Context: an optimization exercise on an open-source flow, tuned for small area, a short achievable clock period and few clock cycles per item. The choices shown serve that exercise and are no tape-out recipe. RTL that was checked went through simulation tests only; none was proved equivalent to the original.

== the previous run ==
==> flow/design.v (excerpt) <==
module rsa_key #(parameter WIDTH = 6) (
    input                    clk,
    input                    rst_n,
    input                    in_valid,
    output                   in_ready,
    input  [WIDTH-1:0]       IN_P,
    input  [WIDTH-1:0]       IN_Q,
    input  [WIDTH*2-1:0]     IN_E,
    output reg               out_valid,
    output reg [WIDTH*2-1:0] OUT_N,
    output reg [WIDTH*2-1:0] OUT_D
);
assign in_ready = 1'b1;
reg v0;
reg [5:0] p0, q0;
reg [11:0] e0;
always @(posedge clk or negedge rst_n)
    if (~rst_n) v0 <= 1'b0; else v0 <= in_valid;
always @(posedge clk) begin p0 <= IN_P; q0 <= IN_Q; e0 <= IN_E; end
wire [11:0] c_N, c_Eu, c_A0, c_B0;
rsa_prep u_prep (.p(p0), .q(q0), .N(c_N), .Eu(c_Eu));
rsa_cneg #(.W(12)) u_na (.x(c_Eu), .n(c_Eu[11]), .y(c_A0));
rsa_cneg #(.W(12)) u_nb (.x(e0), .n(e0[11]), .y(c_B0));
wire        c_sp0 = ~(c_Eu[11] ^ e0[11]);
wire [10:0] c1_Bw = c_B0;
wire [10:0] c2_A;
wire c3_q;
rsa_rrow #(.K(10), .W(11)) u_d0_k10 (.R(c_A0), .B(c1_Bw), .en((|c_B0 & ~|c_B0[11:1])), .RO(c2_A), .qo(c3_q));
wire [10:0] c4_Bw = c_B0;
wire [10:0] c5_A;
wire c6_q;
rsa_rrow #(.K(9), .W(11)) u_d0_k9 (.R(c2_A), .B(c4_Bw), .en((|c_B0 & ~|c_B0[11:2])), .RO(c5_A), .qo(c6_q));
wire [10:0] c7_Bw = c_B0;
wire [10:0] c8_A;
wire c9_q;
rsa_rrow #(.K(8), .W(11)) u_d0_k8 (.R(c5_A), .B(c7_Bw), .en((|c_B0 & ~|c_B0[11:3])), .RO(c8_A), .qo(c9_q));
wire [10:0] c10_Bw = c_B0;
wire [10:0] c11_A;
wire c12_q;
rsa_rrow #(.K(7), .W(11)) u_d0_k7 (.R(c8_A), .B(c10_Bw), .en((|c_B0 & ~|c_B0[11:4])), .RO(c11_A), .qo(c12_q));
wire [10:0] c13_Bw = c_B0;
wire [10:0] c14_A;
wire c15_q;
rsa_rrow #(.K(6), .W(11)) u_d0_k6 (.R(c11_A), .B(c13_Bw), .en((|c_B0 & ~|c_B0[11:5])), .RO(c14_A), .qo(c15_q));
  ...
Size: ~3300 cells after synthesis.
==> flow/config.mk <==
export PLATFORM = sky130hd
export DESIGN_NAME = rsa_key
export DESIGN_NICKNAME = rsa_key
export VERILOG_FILES = /design/flow/design.v
export SDC_FILE = /design/flow/constraint.sdc
export NUM_CORES = 4
export LEC_CHECK = 0
export ABC_AREA = 1
export CAP_MARGIN = 20
export CORE_MARGIN = 2
export CORE_UTILIZATION = 40
export CTS_CLUSTER_DIAMETER = 80
export CTS_CLUSTER_SIZE = 30
export SLEW_MARGIN = 20
==> flow/constraint.sdc <==
create_clock -name core_clock -period 210.0 [get_ports {clk}]
set_input_delay 42.0000 -clock core_clock [delete_from_list [all_inputs] [get_ports {clk}]]
set_output_delay 42.0000 -clock core_clock [all_outputs]
set_load 0.01 [all_outputs]
standard.sh (not shown) runs the stock make flow with config.mk's settings and CLKGATE_MAP_FILE= SYNTH_SCRIPT=/design/flow/synth_recipe.tcl, a recipe that flattens the netlist after the stock synthesis.
==> flow/flow/run.sh <==
#!/bin/bash
set -o pipefail
export BUFFER_PORTS_ARGS="-buffer_cell sky130_fd_sc_hd__buf_2"
export SYNTH_ARGS="-noabc"
bash standard.sh > standard.log 2>&1
status=$?
tail -20 standard.log
exit $status
Testbench counts of the previous run, summed over its fixed seeds: cycles 2,448, items 2,400.
Here is what was changed in the inputs of the current run compared with the previous run.
diff --git a/flow/flow/run.sh b/flow/flow/run.sh
--- a/flow/flow/run.sh
+++ b/flow/flow/run.sh
@@ -4,0 +5 @@
+export DONT_USE_CELLS="sky130_fd_sc_hd__ha_1 sky130_fd_sc_hd__ha_2 sky130_fd_sc_hd__ha_4"
Notes after the runs:
Post-route non-filler standard cell count: the current run vs the previous run identical. The previous run -> the current run: final area delta 0, exact match. Comparing the previous run with the current run, the data required time of the critical path came out essentially unchanged. The current run: flow completed, timing, DRC and antenna clean.

rsa_key, a different RTL version from the one above (not shown whole).
Size: ~4,100 cells after synthesis, ~340 flip-flops, about 53 I/O pins, ~0.035 sq mm of cells after synthesis.
Settings: LEC_CHECK=0, ABC_AREA=1, CAP_MARGIN=20, CORE_MARGIN=2, CORE_UTILIZATION=40, CTS_BUF_LIST=sky130_fd_sc_hd__clkbuf_4, CTS_CLUSTER_SIZE=50, SLEW_MARGIN=20; clock period 210.0 ns.
run.sh (not shown) runs the stock make flow with config.mk's settings and CLKGATE_MAP_FILE= SYNTH_SCRIPT=/design/flow/synth_recipe.tcl, a recipe that flattens the netlist after the stock synthesis.
Stock flow here: none of the scripts above is used.
Testbench counts at the start, summed over its fixed seeds: cycles 2,448, items 2,400.
Then changed:
- ABC_AREA: 1 -> not set
- CTS_BUF_LIST: sky130_fd_sc_hd__clkbuf_4 -> not set
- CTS_CLUSTER_SIZE: 50 -> not set
Via count increases by 1.3%.
Setup slack is better by 0.29 ns.
Synthesized cell count decreases by 6.8%.
Global-route usage increases by 0.77 points.
Utilization increases by 0.46 points.
Cell count decreases by 6.7%.

## job 6370
rsa_key, a different RTL version from the one above (not shown whole).
Settings: LEC_CHECK=0, ABC_AREA=1, CAP_MARGIN=20, CORE_MARGIN=2, CORE_UTILIZATION=60, CTS_CLUSTER_DIAMETER=80, CTS_CLUSTER_SIZE=30, SLEW_MARGIN=20; clock period 210.0 ns.
standard.sh (not shown) runs the stock make flow with config.mk's settings and CLKGATE_MAP_FILE= SYNTH_SCRIPT=/design/flow/synth_recipe.tcl, a recipe that flattens the netlist after the stock synthesis.
==> flow/flow/run.sh <==
#!/bin/bash
set -o pipefail
export BUFFER_PORTS_ARGS="-buffer_cell sky130_fd_sc_hd__buf_2"
export SYNTH_ARGS="-noabc"
plat=$(make -s -C "$FLOW_HOME" DESIGN_CONFIG="$PWD/config.mk" WORK_HOME="$PWD/orfs" print-DONT_USE_CELLS 2>print_dont_use.log | sed -n 's/^DONT_USE_CELLS: //p')
if [ -z "$plat" ]; then echo "could not read the platform's DONT_USE_CELLS" >&2; exit 1; fi
dont_use="$plat sky130_fd_sc_hd__ha_1 sky130_fd_sc_hd__ha_2 sky130_fd_sc_hd__ha_4"
echo "DONT_USE_CELLS=$dont_use" > dont_use.txt
bash standard.sh "DONT_USE_CELLS=$dont_use" finish > standard.log 2>&1
status=$?
tail -20 standard.log
exit $status
Job 6370 reached the final stage; the timing, DRC and antenna checks on its layout passed.
Testbench counts of job 6370, summed over its fixed seeds: cycles 2,432, items 2,400.
[inputs] job 1391 vs job 6370
--- a/flow/config.mk
+++ b/flow/config.mk
@@ -11 +11 @@
-export CORE_UTILIZATION = 60
+export CORE_UTILIZATION = 40
Notes after the runs:
- Every stage of the flow completed for job 1391, and the final layout passed the timing, DRC and antenna checks.
- Job 6370 ended up with fewer cell instances than job 1391 did.
- Final critical delay including setup and external delays (lower): job 6370
- Compared with job 6370, job 1391 ends up with a larger final cell area.
- Comparing vias per cell for job 6370 and job 1391, the bigger number came from job 6370.
- Looking at global-route wire length before repair, job 1391 sits above job 6370.
- Taking job 6370 as the reference, in job 1391 pre-CTS worst setup slack went down, utilization went down.
Modified inputs, job 5504 compared to job 1391
--- a/flow/config.mk
+++ b/flow/config.mk
@@ -11,3 +11,3 @@
-export CORE_UTILIZATION = 40
-export CTS_CLUSTER_DIAMETER = 80
-export CTS_CLUSTER_SIZE = 30
+export CORE_UTILIZATION = 60
+export CTS_CLUSTER_DIAMETER = 90
+export CTS_CLUSTER_SIZE = 35
## What came out
- Area growth from synthesis to layout | job 5504 below job 1391
- Summed area of non-filler cells in the final layout: job 5504 vs job 1391 down 450 um^2
- Comparing the two runs side by side, job 5504 comes out ahead of job 1391 on die area.

rsa_key, a different RTL version from the one above (not shown whole).
Size in the first run: ~330 flip-flops, ~53 I/O pins, roughly 31000 um^2 of cells after synthesis.
Settings: LEC_CHECK=0, ABC_AREA=1, CAP_MARGIN=20, CORE_MARGIN=2, CORE_UTILIZATION=40, CTS_CLUSTER_DIAMETER=80, CTS_CLUSTER_SIZE=30, SLEW_MARGIN=20; clock period 210.0 ns.
run.sh (not shown) runs the stock make flow with config.mk's settings and CLKGATE_MAP_FILE= SYNTH_SCRIPT=/design/flow/synth_recipe.tcl, a recipe that flattens the netlist after the stock synthesis.
Stock flow here: none of the scripts above is used.
The starting point passed the timing, DRC and antenna checks.
Next try:
CTS_CLUSTER_DIAMETER = 60   (was 80)
CTS_CLUSTER_SIZE = 40   (was 30)
The new run passed the timing, DRC and antenna checks.
Non-clock buffer count does not change.
Die area stays the same.
Synthesized cell count stays the same.
Global-route usage hardly moves.
Hold slack barely changes.
Wire length went up slightly.
Via count barely changes.
Final area grows slightly.
No run of this note included a check of the RTL's function; only the layout flow was run.

[static timing again, ports no longer ideal]
No port has a modelled driver above. Below, the same layouts with a new extraction and two added sets of constraints.
Step 1, drivers: a clkbuf_16 drives clk and a buf_2 each remaining input, both assumed.
Step 2 also shifts input and output timing later by t, the mid clock arrival at the registers, as if the neighbouring blocks saw the same clock.
Three values: ideal, step 1, step 2; two values: the first two.
run	shift t [ns]	setup WS [ns]	worst setup path at the end	slew at the worst register clock pin (ns)	worst slew at a driven data input, ns
the previous run	0.633	166.960 / 166.900 / 167.532	register to output	0.11 / 0.11	0.03
the current run	0.633	166.960 / 166.900 / 167.532	register to output	0.11 / 0.11	0.03
the first run of note 2	0.904	166.290 / 166.232 / 167.136	register to output	0.08 / 0.08	0.04
the second run of note 2	0.627	166.577 / 166.512 / 167.139	register to output	0.07 / 0.07	0.03
job 6370	0.508	167.058 / 167.004 / 167.512	register to output	0.08 / 0.08	0.03
job 1391	0.504	167.049 / 166.997 / 167.501	register to output	0.08 / 0.08	0.03
job 5504	0.508	167.058 / 167.004 / 167.512	register to output	0.08 / 0.08	0.03
the first run of note 4	0.603	166.597 / 166.538 / 167.140	register to output	0.11 / 0.11	0.03
the second run of note 4	0.615	166.560 / 166.502 / 167.118	register to output	0.13 / 0.13	0.03
After both steps setup and hold are still met in every run listed.
